Context: an optimization exercise on an open-source flow, tuned for small area and a short achievable clock period. The choices shown serve that exercise and are no tape-out recipe. Only simulation tests tie the RTL to the original design; equivalence was not proved. No driver is modelled on the clock port, so clocking that relies on it looks cheaper here than on a real chip. Power figures rest on the tool's default switching activity, not on a simulated workload.

## flow/flow/run.sh

```bash
#!/bin/bash
# The standard layout (standard.sh), with these changes:
#  - plain buffers (buf_2) instead of delay buffers on the ports;
#  - a hand-built two-level clock tree, made by flow/pre_cts.tcl before CTS;
#  - any extra ORFS make variables listed one per line in flow/extra_args.txt.
# ORFS's own logs stay under orfs/logs; make's output goes to flow.log.
set -euo pipefail
here=$(pwd)
args=("BUFFER_PORTS_ARGS=-buffer_cell sky130_fd_sc_hd__buf_2" "PRE_CTS_TCL=$here/flow/pre_cts.tcl")
if [[ -f flow/extra_args.txt ]]; then
  while IFS= read -r line; do
    [[ -n "$line" ]] && args+=("$line")
  done < flow/extra_args.txt
fi
bash standard.sh "${args[@]}" finish > flow.log 2>&1
```

## flow/flow/mtree.tcl

```tcl

# balanced k-means: points are {obj x y}; returns list of cluster index per point, and centers
proc bk_means {pts k iters} {
  set n [llength $pts]
  set sorted [lsort -real -index 1 $pts]
  set cx {}; set cy {}
  for {set c 0} {$c < $k} {incr c} {
    set s [lindex $sorted [expr {int(($c + 0.5) * $n / $k)}]]
    lappend cx [lindex $s 1]; lappend cy [lindex $s 2]
  }
  set cap [expr {int(ceil(1.05 * $n / $k))}]
  for {set iter 0} {$iter < $iters} {incr iter} {
    # all (point, cluster, distance) triples, greedily assigned shortest first under capacity
    set trip {}
    for {set i 0} {$i < $n} {incr i} {
      set p [lindex $pts $i]
      for {set c 0} {$c < $k} {incr c} {
        lappend trip [list $i $c [expr {abs([lindex $p 1]-[lindex $cx $c]) + abs([lindex $p 2]-[lindex $cy $c])}]]
      }
    }
    set asg [lrepeat $n -1]
    set cnt [lrepeat $k 0]
    foreach t [lsort -real -index 2 $trip] {
      lassign $t i c d
      if {[lindex $asg $i] >= 0 || [lindex $cnt $c] >= $cap} continue
      lset asg $i $c
      lset cnt $c [expr {[lindex $cnt $c] + 1}]
    }
    set sx [lrepeat $k 0.0]; set sy [lrepeat $k 0.0]
    for {set i 0} {$i < $n} {incr i} {
      set c [lindex $asg $i]; set p [lindex $pts $i]
      lset sx $c [expr {[lindex $sx $c] + [lindex $p 1]}]
      lset sy $c [expr {[lindex $sy $c] + [lindex $p 2]}]
    }
    for {set c 0} {$c < $k} {incr c} {
      if {[lindex $cnt $c] > 0} {
        lset cx $c [expr {[lindex $sx $c] / [lindex $cnt $c]}]
        lset cy $c [expr {[lindex $sy $c] / [lindex $cnt $c]}]
      }
    }
  }
  return [list $asg $cx $cy $cnt]
}

proc mt_buffer {block master name innet x y} {
  set net [odb::dbNet_create $block ${name}_net]
  $net setSigType CLOCK
  set b [odb::dbInst_create $block $master $name]
  [$b findITerm A] connect $innet
  [$b findITerm X] connect $net
  $b setLocation [expr {int($x) - [$master getWidth]/2}] [expr {int($y)}]
  $b setPlacementStatus PLACED
  $b setSourceType TIMING
  return $net
}

proc manual_clock_tree {nleaf nmid leafcell midcell} {
  set block [ord::get_db_block]
  set clknet [$block findNet Clk]
  set sinks {}
  foreach it [$clknet getITerms] {
    set inst [$it getInst]
    lassign [$inst getLocation] x y
    set m [$inst getMaster]
    lappend sinks [list $it [expr {$x + [$m getWidth]/2}] [expr {$y + [$m getHeight]/2}]]
  }
  lassign [bk_means $sinks $nleaf 30] asg cx cy cnt
  set leafm [[ord::get_db] findMaster $leafcell]
  set leafin [lrepeat $nleaf $clknet]
  if {$nmid > 0} {
    set midm [[ord::get_db] findMaster $midcell]
    set lpts {}
    for {set c 0} {$c < $nleaf} {incr c} { lappend lpts [list $c [lindex $cx $c] [lindex $cy $c]] }
    lassign [bk_means $lpts $nmid 30] masg mx my mcnt
    set midnets {}
    for {set m 0} {$m < $nmid} {incr m} {
      lappend midnets [mt_buffer $block $midm clkbuf_mid_$m $clknet [lindex $mx $m] [lindex $my $m]]
    }
    for {set c 0} {$c < $nleaf} {incr c} { lset leafin $c [lindex $midnets [lindex $masg $c]] }
    puts "manual clock tree: mids $mcnt"
  }
  set leafnets {}
  for {set c 0} {$c < $nleaf} {incr c} {
    lappend leafnets [mt_buffer $block $leafm clkbuf_leaf_$c [lindex $leafin $c] [lindex $cx $c] [lindex $cy $c]]
  }
  for {set i 0} {$i < [llength $sinks]} {incr i} {
    set it [lindex [lindex $sinks $i] 0]
    $it disconnect
    $it connect [lindex $leafnets [lindex $asg $i]]
  }
  $clknet setSigType CLOCK
  puts "manual clock tree: [llength $sinks] sinks, $nleaf leaves, counts $cnt"
}
```

## flow/flow/pre_cts.tcl

```tcl
# Hook run by ORFS before CTS: build a shallow clock tree by hand (port -> 4 middle
# buffers -> 12 leaf buffers -> flip-flops). TritonCTS then finds the clock already
# buffered and leaves it alone.
source [file join [file dirname [info script]] mtree.tcl]
manual_clock_tree 12 4 sky130_fd_sc_hd__clkbuf_16 sky130_fd_sc_hd__clkbuf_16
```

## flow/standard.sh

```bash
#!/bin/bash
# synth_recipe.tcl (not shown) runs the flow's synth.tcl, then flattens the netlist and writes it again
# the make line also repeats each setting of config.mk as NAME=value (left out here)
make -C /OpenROAD-flow-scripts/flow DESIGN_CONFIG=/design/flow/config.mk WORK_HOME=/design/flow/orfs CLKGATE_MAP_FILE= SYNTH_SCRIPT=/design/flow/synth_recipe.tcl "${@:-finish}"
```

## flow/config.mk

```make
export PLATFORM = sky130hd
export DESIGN_NAME = fifo29
export DESIGN_NICKNAME = fifo29
export VERILOG_FILES = /design/flow/design.v
export SDC_FILE = /design/flow/constraint.sdc
export NUM_CORES = 4
export LEC_CHECK = 0
export CAP_MARGIN = 20
export CORE_MARGIN = 2
export CORE_UTILIZATION = 55
export PLACE_DENSITY = 0.7
export SETUP_SLACK_MARGIN = 1.6
export SLEW_MARGIN = 20
export SYNTH_HIERARCHICAL = 1
export SYNTH_MINIMUM_KEEP_SIZE = 0
export TNS_END_PERCENT = 0
```

## flow/constraint.sdc

```tcl
create_clock -name core_clock -period 3.0 [get_ports {Clk}]
set_input_delay 0.6000 -clock core_clock [delete_from_list [all_inputs] [get_ports {Clk}]]
set_output_delay 0.6000 -clock core_clock [all_outputs]
set_load 0.01 [all_outputs]
```

## flow/design.v

```verilog
module fifo29(
    input Clk,
    input [31:0] dataIn,
    input RD,
    input WR,
    input EN,
    input Rst,
    output reg [31:0] dataOut,
    output reg EMPTY,
    output reg FULL
);
reg [31:0] FIFO [7:0];
reg [7:0] rdPtr, wrPtr;
reg notEmpty, notFull;
reg [7:0] rdOk;
wire act = EN && !Rst;
wire rdGo = act && RD && notEmpty;
wire wrGo = act && WR && notFull;
wire [7:0] rdPtrInc = {rdPtr[6:0], rdPtr[7]};
wire [7:0] wrPtrInc = {wrPtr[6:0], wrPtr[7]};
wire lastWord = |(rdPtrInc & wrPtr);
wire lastSlot = |(wrPtrInc & rdPtr);
wire hold = !EN;
wire clear = EN && Rst;
wire [7:0] rdStep = rdGo ? rdPtrInc : rdPtr;
wire [7:0] wrStep = wrGo ? wrPtrInc : wrPtr;
wire emptyStep = (rdGo && !wrGo) ? lastWord : (wrGo ? 1'b0 : !notEmpty);
wire fullStep = (wrGo && !rdGo) ? lastSlot : (rdGo ? 1'b0 : !notFull);
wire emptyNext = (act & emptyStep) | clear | (hold & !notEmpty);
wire fullNext = (act & fullStep) | (hold & !notFull);
wire [7:0] rdPtrNext = ({8{act}} & rdStep) | ({8{hold}} & rdPtr) | {7'd0, clear};
always @(posedge Clk) begin
    rdPtr <= rdPtrNext;
    rdOk <= rdPtrNext & {8{!emptyNext}};
    wrPtr <= ({8{act}} & wrStep) | ({8{hold}} & wrPtr) | {7'd0, clear};
    notEmpty <= !emptyNext;
    notFull <= !fullNext;
    EMPTY <= emptyNext;
    FULL <= fullNext;
end
wire [7:0] wrSlot = {8{notFull}} & wrPtr;
wire [7:0] rdSlot = rdOk;
wire [31:0] wrEn [7:0];
wire [31:0] rdSel [7:0];
wire [31:0] rdHold;
genvar g, c;
generate
    for (c = 0; c < 2; c = c + 1) begin : gLane
        for (g = 0; g < 8; g = g + 1) begin : gWord
            fifo29_gate4 gw (.en(EN), .req(WR), .rst(Rst), .ok(wrSlot[g]), .y(wrEn[g][16*c]));
            fifo29_gate4 gr (.en(EN), .req(RD), .rst(Rst), .ok(rdSlot[g]), .y(rdSel[g][16*c]));
            assign wrEn[g][16*c+15:16*c+1] = {15{wrEn[g][16*c]}};
            assign rdSel[g][16*c+15:16*c+1] = {15{rdSel[g][16*c]}};
        end
        fifo29_nand4 gh (.en(EN), .req(RD), .rst(Rst), .ok(notEmpty), .y(rdHold[16*c]));
        assign rdHold[16*c+15:16*c+1] = {15{rdHold[16*c]}};
    end
endgenerate
integer i, b;
always @(posedge Clk) begin
    for (i = 0; i < 8; i = i + 1)
        for (b = 0; b < 32; b = b + 1)
            if (wrEn[i][b])
                FIFO[i][b] <= dataIn[b];
end
wire [31:0] rdData;
genvar k;
generate
    for (k = 0; k < 32; k = k + 1) begin : gBit
        wire n0, n1, n2;
        fifo29_aoi222 g0 (.a0(FIFO[0][k]), .s0(rdSel[0][k]), .a1(FIFO[1][k]), .s1(rdSel[1][k]), .a2(FIFO[2][k]), .s2(rdSel[2][k]), .y(n0));
        fifo29_aoi222 g1 (.a0(FIFO[3][k]), .s0(rdSel[3][k]), .a1(FIFO[4][k]), .s1(rdSel[4][k]), .a2(FIFO[5][k]), .s2(rdSel[5][k]), .y(n1));
        fifo29_aoi222 g2 (.a0(FIFO[6][k]), .s0(rdSel[6][k]), .a1(FIFO[7][k]), .s1(rdSel[7][k]), .a2(dataOut[k]), .s2(rdHold[k]), .y(n2));
        assign rdData[k] = ~(n0 & n1 & n2);
    end
endgenerate
always @(posedge Clk)
    dataOut <= rdData;
endmodule
module fifo29_aoi222(
    input a0, s0, a1, s1, a2, s2,
    output y
);
assign y = ~((a0 & s0) | (a1 & s1) | (a2 & s2));
endmodule
module fifo29_gate4(
    input en, req, rst, ok,
    output y
);
assign y = en & req & !rst & ok;
endmodule
module fifo29_nand4(
    input en, req, rst, ok,
    output y
);
assign y = !(en & req & !rst & ok);
endmodule
```

==> results of run 1 <==
worst paths after layout:
kind                    start     endpoint
hold / removal    FIFO[7][16]  dataOut[16]
hold reg to reg   FIFO[7][16]  dataOut[16]
setup reg to reg     wrPtr[5]   FIFO[5][0]
setup / recovery           RD  dataOut[15]
layout by cell type (no fill, tap or decap), types with 2 or more instances in the layout:
| master | count |
|---|---|
| buf_12 | 2 |
| nand3_1 | 33 |
| nand2_1 | 6 |
| a22o_1 | 5 |
| o2bb2ai_2 | 6 |
| and4b_2 | 3 |
| buf_4 | 12 |
| o2bb2ai_1 | 3 |
| and4b_4 | 16 |
| and2_1 | 10 |
| a22oi_1 | 15 |
| a22oi_2 | 2 |
| clkbuf_16 | 18 |
| buf_6 | 10 |
| and4b_1 | 16 |
| nand4_4 | 2 |
| dfxtp_2 | 4 |
| edfxtp_1 | 256 |
| buf_2 | 67 |
| buf_16 | 2 |
| dfxtp_1 | 56 |
| diode_2 | 2 |
| inv_1 | 3 |
| nand2b_1 | 2 |
| nor2_1 | 2 |
| a21boi_1 | 7 |
| a222oi_1 | 96 |
| nand4b_1 | 2 |
| a21oi_1 | 4 |
cell families after synthesis:
kind of cell / share of synthesized area [%]
compound gates: 12.55
flops: 80.88
buf+inv: 0.4781
simple gates: 6.091
Yosys stat by module, one instance, submodules excluded:
module / flops+latches / area (µm²) / times used
fifo29_gate4: 0 / 10.01 / 32
fifo29_nand4: 0 / 8.758 / 2
fifo29: 316 / 9691 / 1
fifo29_aoi222: 0 / 10.01 / 96
worst max-delay path: cells and delay by family:
family,cells,cell delay [ns]
buffers and inverters,2,0.31
AO/OA/AOI/OAI,1,0.35
AND/OR/NAND/NOR,2,0.38
per-stage QoR:
step	util [%]	hold WS, ns	instance area, µm²
after floorplan	-	0.4445	10990
after global placement	60.31	0.4489	11780
after detailed placement	60.31	0.4555	11780
after CTS	63.20	0.4555	12340
after global routing	64.19	0.4823	12530
final	64.20	0.4630	12540
flip-flops by register name (all words and copies together), names as in the netlist:
signal / cells
FIFO: 256
notEmpty: 1
notFull: 1
rdOk: 8
dataOut: 32
EMPTY: 1
wrPtr: 8
rdPtr: 8
FULL: 1
what timing repair did:
item | CTS | global route
gates resized for setup | 51 | 18
buffers inserted | 0 | 5
cloned | 3 | 3
pin swaps | 3 | 9
endpoints found under the setup margin | 316 | 331
power groups by stage:
stage	Clock (µW)	Combinational (µW)	Sequential, µW
6_report	2120	927	5220
5_1_grt	2290	1000	5250
4_1_cts	1690	906	5310
3_5_place_dp	0	885	5300
3_3_place_gp	0	851	5290
2_1_floorplan	0	404	5350
per-layer routing:
metal  track usage, %  share of wire [%]
met5                0                  0
met4            5.637                2.0
met3            2.915                 10
met2            37.39                 49
met1            33.13                 39
final cells by class, clock buffers not listed:
class                      instances  area (µm²)  share of cell area (%)
multi-input combinational        241        2192                   17.49
timing repair buffer              96       698.2                   5.569
sequential                       316        8894                   70.95
inverter                           4       15.01                  0.1198
antenna                            2       5.005                 0.03992
tap                              265       331.6                   2.645
==> results.json, run 1 <==
{
  "start_util_pct": 56.28,
  "power_leakage_uw": 0.004147,
  "internal-power_uw": 6427,
  "firstDrtPassIters": 6,
  "tightest_slew_ns": 0.5572,
  "num_io_pins": 71,
  "finClkSkew_ns": 0.03409,
  "ys_warn_count": 9,
  "yosysTopAreaCell": "edfxtp_1",
  "viasPerCell": 6.851,
  "slowest_stage": "a222oi_1",
  "finalCritPeriodShare_pct": 49.10,
  "wirelength_mm": 25.38,
  "synth_common_cells": "edfxtp_1, a222oi_1, dfxtp_1, nand3_1, and4b_1",
  "via_count": 6440,
  "p_switching_uw": 1837,
  "setup_tns_ns": 0,
  "max_stage_delay_ns": 0.35,
  "cp-start-kind": "input pin",
  "ys.flop_type": "edfxtp_1",
  "ys_ff_latch": 316,
  "synth.area.top_cells": "edfxtp_1, dfxtp_1, a222oi_1, and4b_1, nand3_1",
  "synth_area_um2": 10990,
  "cts_hold_buf": 0,
  "netlist_instances": 562,
  "syn_nets": 599,
  "arrival_ns": 1.65,
  "worstPathRequired_ns": 3.18,
  "sw_frac_of_total_pct": 22.23,
  "ir_drop_mv": 0.4287,
  "power_uw": 8265,
  "grt_pass1_vias": 6408,
  "cp-end-kind": "flop",
  "r2r_cells": 3,
  "regToRegSetupSlack_ns": 1.55,
  "antenna_found_initial": 2,
  "path_max_fanout": 25,
  "wl_per_cell_um": 27.00,
  "slew_viol_final": 0,
  "ant_nets": 0,
  "hold_violations": 0,
  "fill_cells": 1379,
  "areaGrowthSynthToFinish_pct": 14.07,
  "fin_nets": 712,
  "drtIter0Drc": 1103,
  "timing.fmax_mhz": 678.9,
  "num_rows": 51,
  "relSlewSlack_pct": 62.85,
  "fp.dieW_um": 145.4,
  "core_um2": 19530,
  "grt_usage_pct": 22.80,
  "die_h_um": 145.4,
  "grt_max_degree": 53,
  "outcome": "finished clean",
  "drt_drc_violations_left": 0,
  "setup_ws_ns": 1.527,
  "synth_cell_types": 31,
  "syn_avg_cell_area_um2": 19.55,
  "instances_no_fill": 940,
  "grt.overflow.total": 0,
  "setup_violations": 0,
  "grt_first_pass_wirelength_mm": 37.37,
  "die_area_um2": 21130,
  "placedCellCount": 911,
  "cellPowerDensity_nw_per_um2": 659.3,
  "synth_most_common_cell": "edfxtp_1",
  "power_frac_comb_pct": 11.2,
  "fin_crit_ns": 1.473,
  "port_buffers": 70,
  "drive_above_1_share_pct": 22.73,
  "async_flop_share_pct": 0,
  "path_cells": "buf_8, and4b_4, buf_6, a222oi_1, nand3_1",
  "hpwl_mm": 13.56,
  "path_clk_slew_ns": 0.10,
  "synth_top_area_share_pct": 69.95,
  "grt_setup_unrepaired": "true",
  "pwr-share-seq_pct": 63.1,
  "crit_type": "in2reg",
  "max_cap_violations": 0,
  "ys_seq_area_share_pct": 80.88,
  "clk_latency_ns": 0.32,
  "min_path_type": "reg2reg",
  "holdPathStages": 2,
  "clkPwrFrac_pct": 25.7,
  "dpl_worst_slack_ns": 0.4595,
  "place_congestion": 0.8441,
  "synth_edf_count": 256
}
==> run 2: changes to the inputs <==
--- a/flow/config.mk
+++ b/flow/config.mk
@@ -9,3 +9,3 @@
 export CORE_MARGIN = 2
-export CORE_UTILIZATION = 55
+export CORE_UTILIZATION = 50
 export PLACE_DENSITY = 0.7
==> results.json, run 2 <==
{
  "core_um2": 21690,
  "via_count": 6308,
  "path_clk_slew_ns": 0.09,
  "final_cell_mix": "edfxtp_1, a222oi_1, buf_2",
  "tightest_slew_ns": 0.6042,
  "start_util_pct": 50.67,
  "ir_drop_mv": 0.3722,
  "synth.area.top_cells": "edfxtp_1, dfxtp_1, a222oi_1, and4b_1, nand3_1",
  "finClkSkew_ns": 0.02603,
  "drive_above_1_share_pct": 23.41,
  "synth_edf_count": 256,
  "outcome": "finished clean",
  "final_common_cell": "edfxtp_1",
  "synth-xor-area-share_pct": 0,
  "fin_nets": 714,
  "multi_input_area_um2": 2205,
  "synth_compound_area_share_pct": 12.55,
  "fin_crit_ns": 1.529,
  "drt_drc_violations_left": 0,
  "synth_most_common_cell": "edfxtp_1",
  "synth_top_area_share_pct": 69.95,
  "synth_cell_types": 31,
  "crit_type": "in2reg",
  "port_buffers": 70,
  "clk_latency_ns": 0.31,
  "num_rows": 54,
  "async_flop_share_pct": 0,
  "setup_violations": 0,
  "top_regs": "FIFO: 256 flops, dataOut: 32 flops",
  "fp.dieW_um": 152.3,
  "num_io_pins": 71,
  "cellPowerDensity_nw_per_um2": 653.6,
  "synthAdderAreaFrac_pct": 0,
  "dpl_worst_slack_ns": 0.8115,
  "setup_ws_ns": 1.471,
  "grt_first_pass_wirelength_mm": 36.47,
  "max_stage_delay_ns": 0.38,
  "slowest_stage": "and4b_2",
  "firstDrtPassIters": 9,
  "cp_top_family": "buffers and inverters",
  "setup_tns_ns": 0,
  "finalCoreUtilization_pct": 58.49,
  "antenna_found_initial": 1,
  "wl_per_cell_um": 26.33,
  "areaGrowthSynthToFinish_pct": 15.43,
  "die_h_um": 152.3,
  "syn_avg_cell_area_um2": 19.55,
  "path_buf_inv": 4,
  "hpwl_mm": 13.81,
  "viasPerCell": 6.598,
  "cp-end-kind": "flop",
  "synth_mux_area_share_pct": 0,
  "grt_usage_pct": 19.97,
  "slew_viol_final": 0,
  "timing.fmax_mhz": 654.1,
  "netlist_instances": 562,
  "drtIter0Drc": 912,
  "synth_top_family_by_area": "compound AO/OA/AOI/OAI gates",
  "power_leakage_uw": 0.004185,
  "cts_hold_buf": 0,
  "finalCritPeriodShare_pct": 50.96,
  "min_path_type": "reg2reg",
  "ys.flop_type": "edfxtp_1",
  "ys_warn_count": 9,
  "fill_cells": 1539,
  "grt_pass1_vias": 6283,
  "arrival_ns": 1.56,
  "instances_no_fill": 956,
  "synth_area_um2": 10990,
  "grt.overflow.total": 0,
  "ys_seq_area_share_pct": 80.88,
  "placedCellCount": 927,
  "synth_common_cells": "edfxtp_1, a222oi_1, dfxtp_1, nand3_1, and4b_1",
  "max_cap_violations": 0,
  "die_area_um2": 23180,
  "grt_max_degree": 33,
  "relSlewSlack_pct": 59.72,
  "final-seq-area_um2": 8891,
  "hold_violations": 0,
  "ant_nets": 0,
  "grt_setup_unrepaired": "true",
  "regToRegSetupSlack_ns": 1.52,
  "yosysTopAreaCell": "edfxtp_1",
  "ys_ff_latch": 316,
  "cp-start-kind": "input pin",
  "synthSimpleGateAreaFrac_pct": 6.091,
  "wirelength_mm": 25.17,
  "syn_nets": 599,
  "worstPathRequired_ns": 3.03,
  "path_max_fanout": 8,
  "largest_reg_flops": 256,
  "hold_slack_ns": 0.4805,
  "path_cells": "buf_16, buf_12, buf_8, and4b_2, clkbuf_16",
  "place_congestion": 0.7929,
  "regMostFlops": "FIFO"
}
run 2: report_power, final:
part	total (µW)	switching, µW	internal, µW
Combinational	948	481	467
Sequential	5210	198	5010
Clock	2130	1170	965
run 2: metrics by stage:
step | instance area (µm²) | power, µW
4_1_cts | 12410 | 7903
2_1_floorplan | 10990 | 5753
6_report | 12680 | 8291
5_1_grt | 12680 | 8577
3_3_place_gp | 11800 | 6141
3_5_place_dp | 11800 | 6178
run 2: cells by family (layout without fill, tap and decap cells):
group | Yosys count | after routing
flip-flops | 316 | 316
AO/OA/AOI/OAI | 144 | 144
AND/OR/NAND/NOR | 93 | 97
buffers and inverters | 9 | 118
other | 0 | 1
run 2: layout make-up, clock buffers not listed:
class / instances / share of cell area (%)
repair buffers: 98 / 6.471
well taps: 280 / 2.762
inverters: 4 / 0.1184
diodes: 1 / 0.01973
multi-input cells: 241 / 17.38
flip-flops and latches: 316 / 70.09
run 2: tightest hold or removal path, stage by stage (launching register included):
cell and delay (ns):
edfxtp_1 0.33, a222oi_1 0.06, nand3_1 0.06
run 2: layer usage:
metal	track usage, %	vias up	routed length [µm]
met5	0	-	0
met4	4.584	0	518
met3	2.901	38	2199
met2	34.62	300	12560
met1	27.08	3199	9893
li1	-	2771	-
run 2: Yosys stat by module (local to each module, per instance):
| module | flip-flops and latches | cells | cell area [µm²] |
|---|---|---|---|
| fifo29 | 316 | 432 | 9691 |
| fifo29_aoi222 | 0 | 1 | 10.01 |
| fifo29_gate4 | 0 | 1 | 10.01 |
| fifo29_nand4 | 0 | 1 | 8.758 |
run 2: what timing repair did:
action	4_1_cts	5_1_grt
buffers inserted	0	4
resized for setup	64	33
gates cloned	2	6
setup endpoints to repair	316	329
pin swaps	4	6
run 2: worst paths after layout:
| check | from | endpoint | cells past startpoint |
|---|---|---|---|
| hold reg to reg | FIFO[4][10] | dataOut[10] | 2 |
| setup reg to reg | rdPtr[6] | rdOk[3] | 3 |
| setup / recovery | Rst | FIFO[0][12] | 5 |
| hold / removal | FIFO[4][10] | dataOut[10] | 2 |
==> run 3: changes to the inputs <==
--- a/flow/design.v
+++ b/flow/design.v
@@ -49,3 +49,3 @@
         for (g = 0; g < 8; g = g + 1) begin : gWord
-            fifo29_gate4 gw (.en(EN), .req(WR), .rst(Rst), .ok(wrSlot[g]), .y(wrEn[g][16*c]));
+            fifo29_and2 gw (.a(WR), .b(wrSlot[g]), .y(wrEn[g][16*c]));
             fifo29_gate4 gr (.en(EN), .req(RD), .rst(Rst), .ok(rdSlot[g]), .y(rdSel[g][16*c]));
@@ -91,2 +91,8 @@
 endmodule
+module fifo29_and2(
+    input a, b,
+    output y
+);
+assign y = a & b;
+endmodule
 module fifo29_nand4(
--- a/flow/config.mk
+++ b/flow/config.mk
@@ -10,3 +10,2 @@
 export CORE_UTILIZATION = 50
-export PLACE_DENSITY = 0.7
 export SETUP_SLACK_MARGIN = 1.6
==> results.json, run 3 <==
{
  "max_cap_violations": 0,
  "syn_avg_cell_area_um2": 19.45,
  "max_stage_delay_ns": 0.40,
  "clk_latency_ns": 0.32,
  "yosysTopAreaCell": "edfxtp_1",
  "synth_area_um2": 10930,
  "final-seq-area_um2": 8891,
  "slew_viol_final": 0,
  "synth_top_family_by_area": "compound AO/OA/AOI/OAI gates",
  "path_cells": "buf_2",
  "drtIter0Drc": 882,
  "via_count": 6116,
  "cts_hold_buf": 0,
  "synthSimpleGateAreaFrac_pct": 5.575,
  "netlist_instances": 562,
  "grt.overflow.total": 0,
  "grt-busiest-layer": "met2",
  "setup_tns_ns": 0,
  "firstDrtPassIters": 9,
  "synthAdderAreaFrac_pct": 0,
  "path_max_fanout": 2,
  "relSlewSlack_pct": 71.19,
  "port_buffers": 70,
  "slowest_stage": "dfxtp_1",
  "ys.flop_type": "edfxtp_1",
  "hpwl_mm": 13.57,
  "regMostFlops": "FIFO",
  "largest_reg_flops": 256,
  "timing.fmax_mhz": 681.0,
  "core_um2": 21620,
  "synth-xor-area-share_pct": 0,
  "async_flop_share_pct": 0,
  "grt_pass1_vias": 6206,
  "cp-start-kind": "flop",
  "power_uw": 8483,
  "synth_most_common_cell": "edfxtp_1",
  "finClkSkew_ns": 0.02631,
  "tightest_slew_ns": 0.4322,
  "grt_first_pass_wirelength_mm": 37.09,
  "fp.dieW_um": 151.8,
  "grtUsageMet1_pct": 27.80,
  "instances_no_fill": 948,
  "place_congestion": 0.7384,
  "fin_crit_ns": 1.469,
  "synth_cell_types": 31,
  "power_leakage_uw": 0.004050,
  "grt_max_degree": 36,
  "hold_violations": 0,
  "ys_warn_count": 9,
  "arrival_ns": 0.87,
  "placedCellCount": 925,
  "viasPerCell": 6.451,
  "grt_usage_pct": 20.62,
  "grt_setup_unrepaired": "true",
  "drt_drc_violations_left": 0,
  "setup_violations": 0,
  "num_rows": 54,
  "crit_type": "reg2out",
  "wirelength_mm": 25.00,
  "ys_ff_latch": 316,
  "cellPowerDensity_nw_per_um2": 688.8,
  "areaGrowthSynthToFinish_pct": 12.70,
  "path_clk_slew_ns": 0.10,
  "top_regs": "FIFO: 256 flops, dataOut: 32 flops",
  "fin_nets": 706,
  "synth_common_cells": "edfxtp_1, a222oi_1, dfxtp_1, nand3_1, and2_1",
  "synth.area.top_cells": "edfxtp_1, dfxtp_1, a222oi_1, nand3_1, and2_1",
  "synth_top_area_share_pct": 70.34,
  "finalCoreUtilization_pct": 56.97,
  "outcome": "finished clean",
  "final_common_cell": "edfxtp_1",
  "synth_edf_count": 256,
  "start_util_pct": 50.55,
  "drive_above_1_share_pct": 21.44,
  "ir_drop_mv": 0.7811,
  "cp-end-kind": "primary output",
  "antenna_found_initial": 1,
  "ys_seq_area_share_pct": 81.33,
  "met2_usage_pct": 37.02,
  "grt_use_met3_pct": 1.597,
  "syn_nets": 599,
  "synth_compound_area_share_pct": 12.62,
  "path_buf_inv": 1,
  "worstPathRequired_ns": 2.40,
  "synth_mux_area_share_pct": 0,
  "ant_nets": 0,
  "finalCritPeriodShare_pct": 48.95,
  "fill_cells": 1652,
  "min_path_type": "reg2reg",
  "die_area_um2": 23060,
  "wl_per_cell_um": 26.37,
  "die_h_um": 151.8,
  "num_io_pins": 71,
  "final_cell_mix": "edfxtp_1, a222oi_1, buf_2",
  "multi_input_area_um2": 2058,
  "cp_top_family": "flip-flops"
}
-- run 3: cell types whose count changed after synthesis --
cell / before / now
and4b_1: 32 / 16
and2_1: 10 / 26
-- run 3: per-module statistics from Yosys (local to each module, per instance) --
module	flip-flops and latches	cells inside
fifo29_nand4	0	1
fifo29	316	432
fifo29_gate4	0	1
fifo29_and2	0	1
fifo29_aoi222	0	1
-- run 3: repair_timing --
item,4_1_cts,5_1_grt
pin swaps,1,6
cloned,1,1
setup buffers,0,4
resized for setup,40,9
endpoints found under the setup margin,316,338
-- run 3: metal layers --
layer | routed length [µm] | share of wire [%]
met5 | 13 | 0.052
met4 | 622 | 2.5
met3 | 1724 | 6.9
met2 | 12720 | 51
met1 | 9922 | 40
-- run 3: logic make-up after synthesis --
group,count (synthesis)
buf+inv,9
simple gates,93
compound gates,144
flops,316
-- run 3: final cells by class, clock buffers not listed --
cell class,count,share of cell area [%]
tap,280,2.844
sequential,316,72.19
antenna,1,0.02032
inverter,4,0.1219
multi-input combinational,238,16.71
timing repair buffer,93,4.866
-- run 3: final timing paths --
kind | start | to | slack, ns | depth (start not counted)
worst max-delay path | dataOut[27] | dataOut[27] | 1.53 | 1
worst min-delay path | FIFO[1][11] | dataOut[11] | 0.48 | 2
worst max register to register | notEmpty | dataOut[30] | 1.60 | 4
worst min register to register | FIFO[1][11] | dataOut[11] | 0.48 | 2
-- run 3: power breakdown --
part | total, µW | leakage (µW) | internal [µW] | switching, µW
sequential | 5330 | 0.00282 | 5110 | 220
combinational | 1000 | 0.00103 | 468 | 536
clock | 2150 | 0.000197 | 965 | 1180
-- run 3: per-stage QoR --
step                      setup WS, ns  instance area (µm²)  hold WS, ns
after floorplan                  1.360                10930       0.4445
after global placement          0.6650                11730       0.4548
after detailed placement        0.6000                11730       0.4594
after CTS                        1.212                12230       0.4582
after global routing             1.493                12310       0.5064
final                            1.532                12320       0.4789
==> run 4: changes to the inputs <==
--- a/flow/config.mk
+++ b/flow/config.mk
@@ -10,2 +10,3 @@
 export CORE_UTILIZATION = 50
+export GPL_ROUTABILITY_DRIVEN = 0
 export SETUP_SLACK_MARGIN = 1.6
==> results.json, run 4 <==
{
  "path_clk_slew_ns": 0.10,
  "clkPwrFrac_pct": 25.3,
  "path_max_fanout": 2,
  "synth-xor-area-share_pct": 0,
  "grt_max_degree": 36,
  "synthSimpleGateAreaFrac_pct": 5.575,
  "synth_top_area_share_pct": 70.34,
  "final_cell_mix": "edfxtp_1, a222oi_1, buf_2",
  "drt_drc_violations_left": 0,
  "grt.overflow.total": 0,
  "antenna_found_initial": 1,
  "crit_type": "reg2out",
  "final_common_cell": "edfxtp_1",
  "cp-start-kind": "flop",
  "path_buf_inv": 1,
  "num_rows": 54,
  "slowest_stage": "dfxtp_1",
  "grt_first_pass_wirelength_mm": 37.09,
  "final_cell_area_um2": 12320,
  "synth_most_common_cell": "edfxtp_1",
  "timing.fmax_mhz": 681.0,
  "setup_tns_ns": 0,
  "ir_drop_mv": 0.7811,
  "min_path_type": "reg2reg",
  "synth_common_cells": "edfxtp_1, a222oi_1, dfxtp_1, nand3_1, and2_1",
  "grt_setup_unrepaired": "true",
  "syn_nets": 599,
  "arrival_ns": 0.87,
  "via_count": 6116,
  "ant_nets": 0,
  "areaGrowthSynthToFinish_pct": 12.70,
  "synthAdderAreaFrac_pct": 0,
  "max_stage_delay_ns": 0.40,
  "max_cap_violations": 0,
  "die_h_um": 151.8,
  "regMostFlops": "FIFO",
  "pwr-share-seq_pct": 62.9,
  "fin_crit_ns": 1.469,
  "cellPowerDensity_nw_per_um2": 688.8,
  "die_area_um2": 23060,
  "slew_viol_final": 0,
  "core_um2": 21620,
  "cp_top_family": "flip-flops",
  "ys.flop_type": "edfxtp_1",
  "netlist_instances": 562,
  "num_io_pins": 71,
  "synth_edf_count": 256,
  "wl_per_cell_um": 26.37,
  "yosysTopAreaCell": "edfxtp_1",
  "internal-power_uw": 6548,
  "async_flop_share_pct": 0,
  "grt_usage_pct": 20.62,
  "wirelength_mm": 25.00,
  "cts_hold_buf": 0,
  "hpwl_mm": 13.57,
  "viasPerCell": 6.451,
  "synth_area_um2": 10930,
  "ys_ff_latch": 316,
  "synth_top_family_by_area": "compound AO/OA/AOI/OAI gates",
  "setup_violations": 0,
  "drtIter0Drc": 882,
  "power_frac_comb_pct": 11.8,
  "hold_violations": 0,
  "port_buffers": 70,
  "clk_latency_ns": 0.32,
  "finalCritPeriodShare_pct": 48.95,
  "worstPathRequired_ns": 2.40,
  "finalCoreUtilization_pct": 56.97,
  "p_switching_uw": 1936,
  "outcome": "finished clean",
  "sw_frac_of_total_pct": 22.82,
  "power_leakage_uw": 0.004050,
  "start_util_pct": 50.55,
  "ys_warn_count": 9,
  "ys_seq_area_share_pct": 81.33,
  "firstDrtPassIters": 9,
  "synth_mux_area_share_pct": 0,
  "syn_avg_cell_area_um2": 19.45,
  "grt_pass1_vias": 6206,
  "top_regs": "FIFO: 256 flops, dataOut: 32 flops",
  "hold_slack_ns": 0.4789,
  "relSlewSlack_pct": 71.19,
  "synth.area.top_cells": "edfxtp_1, dfxtp_1, a222oi_1, nand3_1, and2_1",
  "placed_area_um2": 11730,
  "drive_above_1_share_pct": 21.44,
  "tightest_slew_ns": 0.4322,
  "fp.dieW_um": 151.8,
  "largest_reg_flops": 256,
  "cp-end-kind": "primary output",
  "synth_cell_types": 31,
  "fin_nets": 706,
  "fill_cells": 1652,
  "path_cells": "buf_2",
  "finClkSkew_ns": 0.02631,
  "synth_compound_area_share_pct": 12.62
}
[run 4: cell counts after synthesis]
No cell type changed its count.
[run 4: power groups by stage]
stage          clock [µW]  combinational [µW]  sequential [µW]
2_1_floorplan           0                 451             5480
3_3_place_gp            0                 967             5410
3_5_place_dp            0                 994             5430
4_1_cts              1690                1010             5430
5_1_grt              2330                1090             5380
6_report             2150                1000             5330
[run 4: cell families (layout without fill, tap and decap cells)]
family                 after synthesis  after routing
DFF                                316            316
other                                0              1
buffers and inverters                9            113
AOI/OAI and AO/OA                  144            144
and+or+nand+nor                     93             94
[run 4: layout make-up, clock buffers not listed]
| class | count | area, µm² | area share, % |
|---|---|---|---|
| sequential | 316 | 8891 | 72.19 |
| tap | 280 | 350.3 | 2.844 |
| timing repair buffer | 93 | 599.3 | 4.866 |
| inverter | 4 | 15.01 | 0.1219 |
| multi-input combinational | 238 | 2058 | 16.71 |
| antenna | 1 | 2.502 | 0.02032 |
[run 4: worst paths after layout]
kind / slack, ns / to / start / cells after the start
hold reg to reg: 0.48 / dataOut[11] / FIFO[1][11] / 2
setup reg to reg: 1.60 / dataOut[30] / notEmpty / 4
hold / removal: 0.48 / dataOut[11] / FIFO[1][11] / 2
setup / recovery: 1.53 / dataOut[27] / dataOut[27] / 1
[run 4: Yosys stat by module, one instance, submodules excluded]
module / area (µm²) / cells / times used
fifo29: 9691 / 432 / 1
fifo29_aoi222: 10.01 / 1 / 96
fifo29_gate4: 10.01 / 1 / 16
fifo29_nand4: 8.758 / 1 / 2
fifo29_and2: 6.256 / 1 / 16
[run 4: metrics by stage]
stage | setup WS (ns) | cells | power [µW]
4_1_cts | 1.212 | 942 | 8131
3_5_place_dp | 0.6000 | 925 | 6423
6_report | 1.532 | 948 | 8483
5_1_grt | 1.493 | 947 | 8796
3_3_place_gp | 0.6650 | 925 | 6375
2_1_floorplan | 1.360 | 562 | 5929
[run 4: timing repair]
item                                    4_1_cts  5_1_grt
gates resized for setup                      40        9
endpoints found under the setup margin      316      338
gates cloned                                  1        1
setup buffers                                 0        4
pin swaps                                     1        6
[run 4: per-layer routing]
metal  GRT usage [%]  up-vias  part of all wire [%]
met2           37.02      244                    51
li1                -     2713                     -
met1           27.80     3113                    40
met4           4.628        2                   2.5
met3           1.597       44                   6.9
met5               0        -                 0.052
==> run 5: changes to the inputs <==
--- a/flow/config.mk
+++ b/flow/config.mk
@@ -9,4 +9,3 @@
 export CORE_MARGIN = 2
-export CORE_UTILIZATION = 50
-export GPL_ROUTABILITY_DRIVEN = 0
+export CORE_UTILIZATION = 55
 export SETUP_SLACK_MARGIN = 1.6
==> results.json, run 5 <==
{
  "outcome": "finished clean",
  "start_util_pct": 56.16,
  "ant_nets": 0,
  "grt_usage_pct": 23.13,
  "synth_cell_types": 31,
  "yosysTopAreaCell": "edfxtp_1",
  "final_common_cell": "edfxtp_1",
  "cts_hold_buf": 0,
  "async_flop_share_pct": 0,
  "grt_pass1_vias": 6055,
  "path_max_fanout": 37,
  "relSlewSlack_pct": 70.76,
  "sw_frac_of_total_pct": 22.64,
  "path_buf_inv": 1,
  "cp-end-kind": "flop",
  "die_area_um2": 21010,
  "internal-power_uw": 6545,
  "arrival_ns": 1.68,
  "min_path_type": "reg2reg",
  "timing.fmax_mhz": 670.5,
  "core_um2": 19460,
  "power_frac_comb_pct": 11.9,
  "synth_top_family_by_area": "compound AO/OA/AOI/OAI gates",
  "ys_ff_latch": 316,
  "grt_max_degree": 37,
  "placed_area_um2": 11710,
  "final_cell_area_um2": 12250,
  "drtIter0Drc": 943,
  "pwr-share-seq_pct": 63.0,
  "viasPerCell": 6.690,
  "wirelength_mm": 25.07,
  "synth_edf_count": 256,
  "fp.dieW_um": 145.0,
  "synth.area.top_cells": "edfxtp_1, dfxtp_1, a222oi_1, nand3_1, and2_1",
  "place_congestion": 0.7997,
  "final_cell_mix": "edfxtp_1, a222oi_1, buf_2",
  "fin_crit_ns": 1.491,
  "firstDrtPassIters": 8,
  "hold_violations": 0,
  "antenna_found_initial": 2,
  "ir_drop_mv": 0.4219,
  "wl_per_cell_um": 26.95,
  "areaGrowthSynthToFinish_pct": 12.12,
  "fin_nets": 703,
  "slowest_stage": "a222oi_1",
  "finClkSkew_ns": 0.02391,
  "num_io_pins": 71,
  "tightest_slew_ns": 0.4386,
  "largest_reg_flops": 256,
  "synth_compound_area_share_pct": 12.62,
  "cts_setup_buffers": 0,
  "power_leakage_uw": 0.004023,
  "max_cap_violations": 0,
  "synth_top_area_share_pct": 70.34,
  "port_buffers": 70,
  "clk_latency_ns": 0.31,
  "finalCritPeriodShare_pct": 49.71,
  "cp-start-kind": "input pin",
  "synth-xor-area-share_pct": 0,
  "via_count": 6222,
  "clkPwrFrac_pct": 25.1,
  "ys.flop_type": "edfxtp_1",
  "setup_violations": 0,
  "grt.overflow.total": 0,
  "path_cells": "buf_12, and4b_4, a222oi_1, nand3_1",
  "worstPathRequired_ns": 3.19,
  "synth_mux_area_share_pct": 0,
  "grt_setup_unrepaired": "true",
  "ys_seq_area_share_pct": 81.33,
  "num_rows": 51,
  "setup_ws_ns": 1.509,
  "drt_drc_violations_left": 0,
  "syn_nets": 599,
  "crit_type": "in2reg",
  "regMostFlops": "FIFO",
  "synth_most_common_cell": "edfxtp_1",
  "cp_top_family": "compound AO/OA/AOI/OAI gates",
  "max_stage_delay_ns": 0.48,
  "setup_tns_ns": 0,
  "cellPowerDensity_nw_per_um2": 690.5,
  "die_h_um": 145.0,
  "synth_area_um2": 10930,
  "dpl_worst_slack_ns": 0.5925,
  "synthSimpleGateAreaFrac_pct": 5.575,
  "hpwl_mm": 13.69,
  "drive_above_1_share_pct": 21.39,
  "top_regs": "FIFO: 256 flops, dataOut: 32 flops",
  "p_switching_uw": 1916,
  "grt_first_pass_wirelength_mm": 37.27,
  "ys_warn_count": 9,
  "path_clk_slew_ns": 0.10,
  "synth_common_cells": "edfxtp_1, a222oi_1, dfxtp_1, nand3_1, and2_1",
  "synthAdderAreaFrac_pct": 0,
  "syn_avg_cell_area_um2": 19.45,
  "netlist_instances": 562,
  "slew_viol_final": 0
}
run 5: logic make-up after synthesis:
group,Yosys count
compound gates,144
buf+inv,9
flops,316
simple gates,93
run 5: through the flow:
| stage | hold slack, ns | utilization, % | power [µW] | cells |
|---|---|---|---|---|
| 3_3_place_gp | 0.4483 | 60.16 | 6374 | 910 |
| 2_1_floorplan | 0.4445 | - | 5929 | 562 |
| 4_1_cts | 0.4555 | 62.84 | 8133 | 928 |
| 3_5_place_dp | 0.4560 | 60.16 | 6414 | 910 |
| 6_report | 0.4722 | 62.96 | 8461 | 930 |
| 5_1_grt | 0.4919 | 62.96 | 8791 | 930 |
run 5: power by group through the flow:
| stage | logic [µW] | clock network (µW) | registers (µW) |
|---|---|---|---|
| floorplan | 451 | 0 | 5480 |
| global placement | 971 | 0 | 5400 |
| detailed placement | 995 | 0 | 5420 |
| CTS | 1020 | 1690 | 5430 |
| global route | 1100 | 2330 | 5370 |
| finish | 1010 | 2120 | 5330 |
run 5: cell type report, clock buffers not listed:
class	count	area, µm²
Fill cell	1384	7208
Sequential cell	316	8891
Tap cell	265	331.6
Inverter	4	15.01
Timing Repair Buffer	88	520.5
Multi-Input combinational cell	240	2093
Antenna cell	1	2.502
run 5: what timing repair did:
action / 4_1_cts / 5_1_grt
gates cloned: 2 / 1
gates resized for setup: 44 / 5
pin swaps: 3 / 4
setup endpoints to repair: 316 / 317
run 5: modules after synthesis, one instance, submodules excluded:
module	cell area, µm²	times used	flops+latches	cells inside
fifo29	9691	1	316	432
fifo29_and2	6.256	16	0	1
fifo29_aoi222	10.01	96	0	1
fifo29_gate4	10.01	16	0	1
fifo29_nand4	8.758	2	0	1
run 5: layer usage:
| layer | vias up | part of all wire (%) | global-route usage, % |
|---|---|---|---|
| met5 | - | 0 | 0 |
| met3 | 37 | 8.4 | 3.145 |
| met2 | 286 | 47 | 36.40 |
| met1 | 3188 | 42 | 35.13 |
| li1 | 2711 | - | - |
| met4 | 0 | 2.0 | 4.901 |
run 5: final timing paths:
| path | slack [ns] | start | end | depth (start not counted) |
|---|---|---|---|---|
| max reg2reg | 1.57 | wrPtr[3] | FIFO[3][12] | 3 |
| max | 1.51 | Rst | dataOut[21] | 4 |
| min | 0.47 | FIFO[4][16] | dataOut[16] | 2 |
| min reg2reg | 0.47 | FIFO[4][16] | dataOut[16] | 2 |
run 5: tightest hold or removal path: cells and delay by family, from the launching register on:
| family | cells | cell delay, ns |
|---|---|---|
| AO/OA/AOI/OAI | 1 | 0.06 |
| AND/OR/NAND/NOR | 1 | 0.07 |
| flip-flops | 1 | 0.33 |
==> run 6: changes to the inputs <==
--- a/flow/config.mk
+++ b/flow/config.mk
@@ -9,3 +9,3 @@
 export CORE_MARGIN = 2
-export CORE_UTILIZATION = 55
+export CORE_UTILIZATION = 45
 export SETUP_SLACK_MARGIN = 1.6
==> results.json, run 6 <==
{
  "outcome": "finished clean",
  "arrival_ns": 1.65,
  "firstDrtPassIters": 8,
  "areaGrowthSynthToFinish_pct": 13.06,
  "fill_cells": 2004,
  "synth_common_cells": "edfxtp_1, a222oi_1, dfxtp_1, nand3_1, and2_1",
  "synth_edf_count": 256,
  "synth_compound_area_share_pct": 12.62,
  "port_buffers": 70,
  "cp-end-kind": "flop",
  "crit_type": "in2reg",
  "worstPathRequired_ns": 3.16,
  "setup_violations": 0,
  "wirelength_mm": 25.17,
  "fin_crit_ns": 1.489,
  "tightest_slew_ns": 0.4071,
  "hpwl_mm": 13.51,
  "wl_per_cell_um": 25.40,
  "power_leakage_uw": 0.004035,
  "min_path_type": "reg2reg",
  "synth_area_um2": 10930,
  "ant_nets": 0,
  "ys_warn_count": 9,
  "grt_setup_unrepaired": "true",
  "grt_pass1_vias": 6156,
  "cp-start-kind": "input pin",
  "power_uw": 8462,
  "regMostFlops": "FIFO",
  "final_common_cell": "edfxtp_1",
  "drt_drc_violations_left": 0,
  "finClkSkew_ns": 0.03237,
  "timing.fmax_mhz": 671.5,
  "slew_viol_final": 0,
  "finalCritPeriodShare_pct": 49.64,
  "finalCoreUtilization_pct": 51.26,
  "largest_reg_flops": 256,
  "place_congestion": 0.7438,
  "grt_usage_pct": 18.45,
  "ys_ff_latch": 316,
  "synth_top_area_share_pct": 70.34,
  "via_count": 6169,
  "placed_area_um2": 11780,
  "viasPerCell": 6.225,
  "drive_above_1_share_pct": 21.32,
  "ys_seq_area_share_pct": 81.33,
  "syn_avg_cell_area_um2": 19.45,
  "setup_tns_ns": 0,
  "final_cell_mix": "edfxtp_1, a222oi_1, buf_2",
  "fin_nets": 705,
  "max_cap_violations": 0,
  "start_util_pct": 45.34,
  "synthAdderAreaFrac_pct": 0,
  "synth_mux_area_share_pct": 0,
  "netlist_instances": 562,
  "ir_drop_mv": 0.3728,
  "cellPowerDensity_nw_per_um2": 684.8,
  "ys.flop_type": "edfxtp_1",
  "drtIter0Drc": 953,
  "syn_nets": 599,
  "grt_max_degree": 37,
  "die_h_um": 159.8,
  "regToRegSetupSlack_ns": 1.59,
  "cts_hold_buf": 0,
  "yosysTopAreaCell": "edfxtp_1",
  "top_regs": "FIFO: 256 flops, dataOut: 32 flops",
  "final_cell_area_um2": 12360,
  "antenna_found_initial": 1,
  "synthSimpleGateAreaFrac_pct": 5.575,
  "synth-xor-area-share_pct": 0,
  "synth_most_common_cell": "edfxtp_1",
  "num_rows": 57,
  "die_area_um2": 25550,
  "core_um2": 24110,
  "relSlewSlack_pct": 72.86,
  "clk_latency_ns": 0.32,
  "synth_cell_types": 31,
  "path_max_fanout": 39,
  "hold_violations": 0,
  "async_flop_share_pct": 0,
  "num_io_pins": 71,
  "fp.dieW_um": 159.8,
  "grt_first_pass_wirelength_mm": 36.42,
  "synth_top_family_by_area": "compound AO/OA/AOI/OAI gates",
  "hold_slack_ns": 0.4562,
  "synth.area.top_cells": "edfxtp_1, dfxtp_1, a222oi_1, nand3_1, and2_1",
  "path_clk_slew_ns": 0.10,
  "grt.overflow.total": 0
}
[run 6: cell counts after synthesis]
No cell type changed its count.
[run 6: layer usage]
layer	wire (µm)	global-route usage [%]
met1	10040	26.44
met4	315	2.293
met3	2345	1.896
met5	0	0
met2	12470	31.78
[run 6: critical path, stage by stage]
cell and delay, ns:
buf_12 0.18, and4b_2 0.36, a222oi_1 0.37, nand3_1 0.12
[run 6: per-module statistics from Yosys, one instance, submodules excluded]
module	cells	times used	cell area (µm²)
fifo29_gate4	1	16	10.01
fifo29_and2	1	16	6.256
fifo29_nand4	1	2	8.758
fifo29_aoi222	1	96	10.01
fifo29	432	1	9691
[run 6: cells by family (layout without fill, tap and decap cells)]
family          after synthesis  after routing
simple gates                 93             98
compound gates              144            144
flops                       316            316
buf+inv                       9            108
other cells                   0              1
[run 6: per-stage QoR]
step           std cells  setup WS, ns
2_1_floorplan        562         1.360
3_3_place_gp         969        0.6569
3_5_place_dp         969        0.6134
4_1_cts              987         1.194
5_1_grt              990         1.477
6_report             991         1.511
[run 6: power breakdown]
| part | total, µW | switching (µW) | internal, µW | leakage [µW] |
|---|---|---|---|---|
| sequential | 5340 | 226 | 5110 | 0.00282 |
| clock | 2120 | 1160 | 964 | 0.000197 |
| combinational | 1000 | 532 | 468 | 0.00102 |
| total | 8460 | 1920 | 6550 | 0.00404 |
[run 6: final timing paths]
check | start | endpoint | cells past startpoint
worst max-delay path | Rst | dataOut[6] | 4
worst max register to register | notEmpty | dataOut[15] | 4
worst min-delay path | FIFO[4][23] | dataOut[23] | 2
worst min register to register | FIFO[4][23] | dataOut[23] | 2
[run 6: repair_timing]
item / 4_1_cts / 5_1_grt
pin swaps: 2 / 4
cloned: 2 / 3
setup endpoints to repair: 316 / 323
resized for setup: 41 / 8
buffers inserted: 0 / 0
[run 6: area by class of cell, clock buffers not listed]
type | count | area, µm² | share of cell area (%)
tap | 324 | 405.4 | 3.281
inverter | 4 | 15.01 | 0.1215
antenna | 1 | 2.502 | 0.02025
multi-input combinational | 242 | 2113 | 17.10
sequential | 316 | 8891 | 71.95
timing repair buffer | 88 | 529.3 | 4.283
==> run 7: changes to the inputs <==
--- a/flow/config.mk
+++ b/flow/config.mk
@@ -9,4 +9,4 @@
 export CORE_MARGIN = 2
-export CORE_UTILIZATION = 45
-export SETUP_SLACK_MARGIN = 1.6
+export CORE_UTILIZATION = 50
+export SETUP_SLACK_MARGIN = 1.7
 export SLEW_MARGIN = 20
==> results.json, run 7 <==
{
  "wirelength_mm": 25.00,
  "synth_most_common_cell": "edfxtp_1",
  "clk_latency_ns": 0.32,
  "path_cells": "buf_2",
  "cellPowerDensity_nw_per_um2": 688.8,
  "cp-start-kind": "flop",
  "ys.flop_type": "edfxtp_1",
  "r2r_cells": 4,
  "synth_common_cells": "edfxtp_1, a222oi_1, dfxtp_1, nand3_1, and2_1",
  "slew_viol_final": 0,
  "grt_max_degree": 36,
  "ys_ff_latch": 316,
  "rr_endpoint": "dataOut[30]",
  "timing.rr.start": "notEmpty",
  "drt_drc_violations_left": 0,
  "ys_seq_area_share_pct": 81.33,
  "final_common_cell": "edfxtp_1",
  "slowest_stage": "dfxtp_1",
  "setup_violations": 0,
  "relSlewSlack_pct": 71.19,
  "crit_type": "reg2out",
  "outcome": "finished clean",
  "min_path_type": "reg2reg",
  "fin_nets": 706,
  "critPathLaunch": "dataOut[27]",
  "instances_no_fill": 948,
  "synth_cell_types": 31,
  "synth_edf_count": 256,
  "viasPerCell": 6.451,
  "yosysTopAreaCell": "edfxtp_1",
  "power_leakage_uw": 0.004050,
  "placedCellCount": 925,
  "hpwl_mm": 13.57,
  "regMostFlops": "FIFO",
  "p_switching_uw": 1936,
  "finalCoreUtilization_pct": 56.97,
  "final_cell_area_um2": 12320,
  "setup_tns_ns": 0,
  "tightest_slew_ns": 0.4322,
  "grt_first_pass_wirelength_mm": 37.09,
  "die_h_um": 151.8,
  "num_rows": 54,
  "ys_warn_count": 9,
  "async_flop_share_pct": 0,
  "netlist_instances": 562,
  "wl_per_cell_um": 26.37,
  "antenna_found_initial": 1,
  "grt_pass1_vias": 6206,
  "start_util_pct": 50.55,
  "worstPathRequired_ns": 2.40,
  "timing.fmax_mhz": 681.0,
  "finalCritPeriodShare_pct": 48.95,
  "grt.overflow.total": 0,
  "firstDrtPassIters": 9,
  "regToRegSetupSlack_ns": 1.60,
  "ant_nets": 0,
  "die_area_um2": 23060,
  "path_buf_inv": 1,
  "fin_crit_ns": 1.469,
  "worstSetupEndpoint": "dataOut[27]",
  "drive_above_1_share_pct": 21.44,
  "internal-power_uw": 6548,
  "syn_avg_cell_area_um2": 19.45,
  "ir_drop_mv": 0.7811,
  "top_regs": "FIFO: 256 flops, dataOut: 32 flops",
  "core_um2": 21620,
  "arrival_ns": 0.87,
  "cp_top_family": "flip-flops",
  "path_max_fanout": 2,
  "sw_frac_of_total_pct": 22.82,
  "finClkSkew_ns": 0.02631,
  "areaGrowthSynthToFinish_pct": 12.70,
  "fp.dieW_um": 151.8,
  "final_cell_mix": "edfxtp_1, a222oi_1, buf_2",
  "largest_reg_flops": 256,
  "num_io_pins": 71,
  "place_congestion": 0.7384,
  "max_stage_delay_ns": 0.40,
  "syn_nets": 599,
  "synth.area.top_cells": "edfxtp_1, dfxtp_1, a222oi_1, nand3_1, and2_1",
  "port_buffers": 70,
  "synth_area_um2": 10930,
  "via_count": 6116,
  "grt_usage_pct": 20.62,
  "hold_violations": 0,
  "max_cap_violations": 0,
  "power_frac_comb_pct": 11.8,
  "cp_num_cells": 1,
  "pwr-share-seq_pct": 62.9,
  "synth_top_area_share_pct": 70.34,
  "placed_area_um2": 11730,
  "drtIter0Drc": 882,
  "clkPwrFrac_pct": 25.3,
  "cp-end-kind": "primary output",
  "grt_setup_unrepaired": "true",
  "path_clk_slew_ns": 0.10
}
==> run 7: kinds of logic (layout without fill, tap and decap cells) <==
group | after synthesis | count (layout) | synth area share (%)
AO/OA/AOI/OAI | 144 | 144 | 12.62
other | 0 | 1 | 0
buffers and inverters | 9 | 113 | 0.4807
AND/OR/NAND/NOR | 93 | 94 | 5.575
flip-flops | 316 | 316 | 81.33
==> run 7: power groups by stage <==
stage | Combinational, µW | Sequential, µW | Clock, µW
3_5_place_dp | 994 | 5430 | 0
3_3_place_gp | 967 | 5410 | 0
6_report | 1000 | 5330 | 2150
2_1_floorplan | 451 | 5480 | 0
4_1_cts | 1010 | 5430 | 1690
5_1_grt | 1090 | 5380 | 2330
==> run 7: metal layers <==
metal | wire length [µm] | global-route usage (%)
met5 | 13 | 0
met4 | 622 | 4.628
met3 | 1724 | 1.597
met2 | 12720 | 37.02
met1 | 9922 | 27.80
==> run 7: per-stage QoR <==
| step | worst slack, ns | total power (µW) | hold slack (ns) |
|---|---|---|---|
| 2_1_floorplan | 1.360 | 5929 | 0.4445 |
| 3_3_place_gp | 0.6650 | 6375 | 0.4548 |
| 3_5_place_dp | 0.6000 | 6423 | 0.4594 |
| 4_1_cts | 1.212 | 8131 | 0.4582 |
| 5_1_grt | 1.493 | 8796 | 0.5064 |
| 6_report | 1.532 | 8483 | 0.4789 |
==> run 7: layout make-up, clock buffers not listed <==
type | count | area, µm²
well taps | 280 | 350.3
diodes | 1 | 2.502
fillers | 1652 | 9304
flip-flops and latches | 316 | 8891
repair buffers | 93 | 599.3
inverters | 4 | 15.01
multi-input cells | 238 | 2058
==> run 7: worst min-delay path by stage <==
stage / start / slack, ns / endpoint / cells after the start
after floorplan: FIFO[4][0] / 0.44 / dataOut[0] / 2
after global placement: FIFO[4][4] / 0.45 / dataOut[4] / 2
after detailed placement: FIFO[4][14] / 0.46 / dataOut[14] / 2
after CTS: FIFO[4][15] / 0.46 / dataOut[15] / 2
after global routing: FIFO[4][11] / 0.51 / dataOut[11] / 2
final: FIFO[1][11] / 0.48 / dataOut[11] / 2
==> run 7: timing repair <==
item,CTS,global route
gates cloned,1,1
pin swaps,1,6
endpoints found under the setup margin,316,349
buffers inserted,0,4
hold buffers,0,0
gates resized for setup,40,9
==> run 7: modules after synthesis, one instance, submodules excluded <==
| module | flops+latches | cells | area (µm²) |
|---|---|---|---|
| fifo29_gate4 | 0 | 1 | 10.01 |
| fifo29_aoi222 | 0 | 1 | 10.01 |
| fifo29_and2 | 0 | 1 | 6.256 |
| fifo29_nand4 | 0 | 1 | 8.758 |
| fifo29 | 316 | 432 | 9691 |
==> run 8: changes to the inputs <==
==> flow/flow/pre_cts.tcl (replaced) <==
# Hook run by ORFS before CTS: build a shallow clock tree by hand (port -> 4 middle
# buffers -> 16 leaf buffers -> flip-flops). TritonCTS then finds the clock already
# buffered and leaves it alone.
source [file join [file dirname [info script]] mtree.tcl]
manual_clock_tree 16 4 sky130_fd_sc_hd__clkbuf_16 sky130_fd_sc_hd__clkbuf_16
--- a/flow/config.mk
+++ b/flow/config.mk
@@ -10,3 +10,3 @@
 export CORE_UTILIZATION = 50
-export SETUP_SLACK_MARGIN = 1.7
+export SETUP_SLACK_MARGIN = 1.6
 export SLEW_MARGIN = 20
==> results.json, run 8 <==
{
  "synth_area_um2": 10930,
  "drtIter0Drc": 1020,
  "ys_warn_count": 9,
  "antenna_found_initial": 1,
  "num_rows": 54,
  "ys_seq_area_share_pct": 81.33,
  "setup_violations": 0,
  "path_clk_slew_ns": 0.08,
  "instances_no_fill": 954,
  "yosysTopAreaCell": "edfxtp_1",
  "grt_max_degree": 43,
  "synth_common_cells": "edfxtp_1, a222oi_1, dfxtp_1, nand3_1, and2_1",
  "min_path_type": "reg2reg",
  "max_cap_violations": 0,
  "core_um2": 21620,
  "grt_usage_pct": 21.97,
  "wirelength_mm": 26.23,
  "syn_avg_cell_area_um2": 19.45,
  "syn_nets": 599,
  "synth.area.top_cells": "edfxtp_1, dfxtp_1, a222oi_1, nand3_1, and2_1",
  "largest_reg_flops": 256,
  "synth_cell_types": 31,
  "arrival_ns": 1.67,
  "grt_setup_unrepaired": "true",
  "cellPowerDensity_nw_per_um2": 705.3,
  "cts_hold_buf": 0,
  "clk_latency_ns": 0.32,
  "fin_crit_ns": 1.500,
  "ir_drop_mv": 0.8479,
  "placedCellCount": 925,
  "setup_tns_ns": 0,
  "firstDrtPassIters": 9,
  "tightest_slew_ns": 0.4273,
  "ant_nets": 0,
  "crit_type": "in2reg",
  "final_cell_area_um2": 12440,
  "via_count": 6216,
  "ys.flop_type": "edfxtp_1",
  "fp.dieW_um": 151.8,
  "drt_drc_violations_left": 0,
  "regToRegSetupSlack_ns": 1.59,
  "wl_per_cell_um": 27.49,
  "start_util_pct": 50.55,
  "die_area_um2": 23060,
  "slew_viol_final": 0,
  "cp-end-kind": "flop",
  "finalCritPeriodShare_pct": 50.01,
  "ys_ff_latch": 316,
  "viasPerCell": 6.516,
  "final_common_cell": "edfxtp_1",
  "outcome": "finished clean",
  "grt.overflow.total": 0,
  "die_h_um": 151.8,
  "power_leakage_uw": 0.004096,
  "worstPathRequired_ns": 3.17,
  "final_cell_mix": "edfxtp_1, a222oi_1, buf_2",
  "fin_nets": 712,
  "synth_most_common_cell": "edfxtp_1",
  "netlist_instances": 562,
  "relSlewSlack_pct": 71.51,
  "synth_top_area_share_pct": 70.34,
  "hpwl_mm": 13.57,
  "async_flop_share_pct": 0,
  "timing.fmax_mhz": 666.5,
  "finClkSkew_ns": 0.03342,
  "grt_first_pass_wirelength_mm": 39.04,
  "place_congestion": 0.7384,
  "top_regs": "FIFO: 256 flops, dataOut: 32 flops",
  "port_buffers": 70,
  "placed_area_um2": 11730,
  "synth_edf_count": 256,
  "hold_violations": 0,
  "path_max_fanout": 42,
  "finalCoreUtilization_pct": 57.52,
  "grt_pass1_vias": 6367,
  "regMostFlops": "FIFO",
  "cp-start-kind": "input pin",
  "drive_above_1_share_pct": 22.14,
  "areaGrowthSynthToFinish_pct": 13.78,
  "num_io_pins": 71
}
[run 8: cell count changes in the layout (fill, tap and decap cells not counted), sizes merged]
cell and change:
buf -4, clkbuf +3, and4b +7
[run 8: cell type report, clock buffers not listed]
cell class | count | area, µm²
Antenna cell | 1 | 2.502
Fill cell | 1640 | 9185
Inverter | 4 | 15.01
Multi-Input combinational cell | 245 | 2152
Sequential cell | 316 | 8891
Tap cell | 280 | 350.3
Timing Repair Buffer | 88 | 524.3
[run 8: per-stage QoR]
| stage | hold WS [ns] | total power [µW] | worst slack, ns |
|---|---|---|---|
| 6_report | 0.4729 | 8771 | 1.500 |
| 5_1_grt | 0.4936 | 9089 | 1.452 |
| 4_1_cts | 0.4582 | 8414 | 1.214 |
| 3_5_place_dp | 0.4594 | 6423 | 0.6000 |
| 3_3_place_gp | 0.4548 | 6375 | 0.6650 |
| 2_1_floorplan | 0.4445 | 5929 | 1.360 |
[run 8: Yosys stat by module, one instance, submodules excluded]
module	copies in the design	area [µm²]	cells inside	flip-flops and latches
fifo29_and2	16	6.256	1	0
fifo29	1	9691	432	316
fifo29_aoi222	96	10.01	1	0
fifo29_gate4	16	10.01	1	0
fifo29_nand4	2	8.758	1	0
[run 8: final timing paths]
path | startpoint | to | depth (start not counted)
min reg2reg | FIFO[4][14] | dataOut[14] | 2
min | FIFO[4][14] | dataOut[14] | 2
max reg2reg | wrPtr[7] | FIFO[7][31] | 3
max | Rst | dataOut[26] | 5
[run 8: kinds of logic (layout without fill, tap and decap cells)]
family | count (synthesis) | count (layout) | synth area share, %
AOI/OAI and AO/OA | 144 | 144 | 12.62
buffers and inverters | 9 | 112 | 0.4807
DFF | 316 | 316 | 81.33
other | 0 | 1 | 0
and+or+nand+nor | 93 | 101 | 5.575
[run 8: where the power goes]
part           total (µW)  switching [µW]  leakage (µW)  internal, µW
logic                1010             543       0.00103           467
registers            5340             230       0.00282          5120
clock network        2410            1220      0.000246          1190
total                8770            1990       0.00410          6780
[run 8: routing by layer]
metal	GRT usage [%]	share of wire, %
met3	2.453	8.5
met1	29.23	38
met2	38.95	50
met5	0	0.050
met4	5.607	3.2
[run 8: worst max-delay path, stage by stage]
cell and delay, ns:
buf_12 0.15, nand4b_1 0.18, buf_4 0.23, a222oi_1 0.37, nand3_1 0.12
[run 8: what timing repair did]
action,CTS,global route
pin swaps,1,0
resized for setup,48,2
gates cloned,8,0
buffers inserted,0,0
setup endpoints to repair,316,330
==> run 9: changes to the inputs <==
--- a/flow/config.mk
+++ b/flow/config.mk
@@ -10,2 +10,3 @@
 export CORE_UTILIZATION = 50
+export PLACE_DENSITY = 0.65
 export SETUP_SLACK_MARGIN = 1.6
==> results.json, run 9 <==
{
  "path_cells": "buf_16, and4b_4, a222oi_1, nand3_1",
  "max_cap_violations": 0,
  "relSlewSlack_pct": 67.78,
  "grt.overflow.total": 0,
  "grt_setup_unrepaired": "true",
  "hpwl_mm": 13.89,
  "setup_tns_ns": 0,
  "cp-start-kind": "input pin",
  "antenna_found_initial": 2,
  "power_leakage_uw": 0.004082,
  "grt_usage_pct": 21.19,
  "netlist_instances": 562,
  "syn_nets": 599,
  "fin_crit_ns": 1.472,
  "final_cell_mix": "edfxtp_1, a222oi_1, buf_2",
  "areaGrowthSynthToFinish_pct": 13.41,
  "ir_drop_mv": 0.4811,
  "regMostFlops": "FIFO",
  "hp-start": "FIFO[4][5]",
  "cp-end-kind": "flop",
  "dpl_worst_slack_ns": 0.5879,
  "crit_type": "in2reg",
  "die_area_um2": 23060,
  "path_max_fanout": 38,
  "drt_drc_violations_left": 0,
  "viasPerCell": 6.605,
  "ys_seq_area_share_pct": 81.33,
  "slew_viol_final": 0,
  "slowest_stage": "a222oi_1",
  "worstPathRequired_ns": 3.17,
  "clk_latency_ns": 0.33,
  "top_regs": "FIFO: 256 flops, dataOut: 32 flops",
  "largest_reg_flops": 256,
  "synth_common_cells": "edfxtp_1, a222oi_1, dfxtp_1, nand3_1, and2_1",
  "instances_no_fill": 950,
  "ys_warn_count": 9,
  "cellPowerDensity_nw_per_um2": 706.3,
  "die_h_um": 151.8,
  "hold_slack_ns": 0.4765,
  "num_rows": 54,
  "final_common_cell": "edfxtp_1",
  "async_flop_share_pct": 0,
  "hold_violations": 0,
  "wirelength_mm": 25.73,
  "finClkSkew_ns": 0.03821,
  "ys.flop_type": "edfxtp_1",
  "arrival_ns": 1.65,
  "yosysTopAreaCell": "edfxtp_1",
  "synth_cell_types": 31,
  "synth_top_area_share_pct": 70.34,
  "tightest_slew_ns": 0.4833,
  "start_util_pct": 50.55,
  "setup_violations": 0,
  "path_clk_slew_ns": 0.08,
  "synth_edf_count": 256,
  "ant_nets": 0,
  "synth.area.top_cells": "edfxtp_1, dfxtp_1, a222oi_1, nand3_1, and2_1",
  "finalCritPeriodShare_pct": 49.07,
  "syn_avg_cell_area_um2": 19.45,
  "place_congestion": 0.7735,
  "grt_first_pass_wirelength_mm": 38.28,
  "num_io_pins": 71,
  "max_stage_delay_ns": 0.43,
  "placedCellCount": 925,
  "port_buffers": 70,
  "synth_area_um2": 10930,
  "setup_ws_ns": 1.528,
  "critPathLaunch": "Rst",
  "drtIter0Drc": 993,
  "grt_pass1_vias": 6247,
  "timing.rr.start": "rdOk[0]",
  "wl_per_cell_um": 27.09,
  "firstDrtPassIters": 9,
  "drive_above_1_share_pct": 21.67,
  "min_path_type": "reg2reg",
  "synth_most_common_cell": "edfxtp_1",
  "cts_setup_buffers": 0,
  "outcome": "finished clean",
  "grt_max_degree": 37,
  "ys_ff_latch": 316,
  "timing.fmax_mhz": 679.3,
  "via_count": 6275,
  "fin_nets": 708,
  "core_um2": 21620,
  "cts_hold_buf": 0,
  "fp.dieW_um": 151.8
}
run 9: cell type report, clock buffers not listed:
type	count	area, µm²
Fill cell	1623	9226
Sequential cell	316	8891
Multi-Input combinational cell	241	2103
Timing Repair Buffer	88	531.8
Tap cell	280	350.3
Inverter	4	15.01
Antenna cell	1	2.502
run 9: final timing paths:
kind,end,slack (ns),cells after the start
setup / recovery,dataOut[12],1.53,4
hold / removal,dataOut[5],0.48,2
setup reg to reg,dataOut[12],1.62,3
hold reg to reg,dataOut[5],0.48,2
run 9: worst max-delay path, delay by kind of cell:
family,cells,cell delay [ns]
buf+inv,1,0.17
compound gates,1,0.43
simple gates,2,0.42
run 9: cell families (layout without fill, tap and decap cells):
| logic type | Yosys count | after routing | synth area share, % |
|---|---|---|---|
| flip-flops | 316 | 316 | 81.33 |
| AO/OA/AOI/OAI | 144 | 144 | 12.62 |
| AND/OR/NAND/NOR | 93 | 97 | 5.575 |
| buffers and inverters | 9 | 112 | 0.4807 |
| other | 0 | 1 | 0 |
run 9: per-stage QoR:
stage	area [µm²]	util (%)	power, µW
6_report	12390	57.33	8754
4_1_cts	12350	57.11	8411
5_1_grt	12390	57.31	9062
3_5_place_dp	11730	54.24	6426
3_3_place_gp	11730	54.24	6374
2_1_floorplan	10930	-	5929
run 9: Yosys stat by module (local to each module, per instance):
module         flip-flops and latches  area, µm²  cells inside  times used
fifo29                            316       9691           432           1
fifo29_and2                         0      6.256             1          16
fifo29_aoi222                       0      10.01             1          96
fifo29_gate4                        0      10.01             1          16
fifo29_nand4                        0      8.758             1           2
run 9: metal layers:
layer	wire length (µm)	GRT usage [%]
met3	2520	2.767
met4	487	4.228
met5	11	0
met2	12840	37.41
met1	9871	28.57
run 9: report_power, final:
part           switching [µW]  internal, µW
registers                 226          5120
logic                     546           468
clock network            1210          1190
total                    1980          6780
run 9: timing repair:
action,4_1_cts,5_1_grt
gates cloned,2,2
setup endpoints to repair,316,325
resized for setup,41,8
pin swaps,2,4

Check on run 9: ideal ports give 1.528 ns setup slack; a clkbuf_16 on the clock port and buf_2 on the inputs give 1.455 ns; moving port delays by the midpoint clock arrival (0.406 ns) as well gives 1.133 ns.
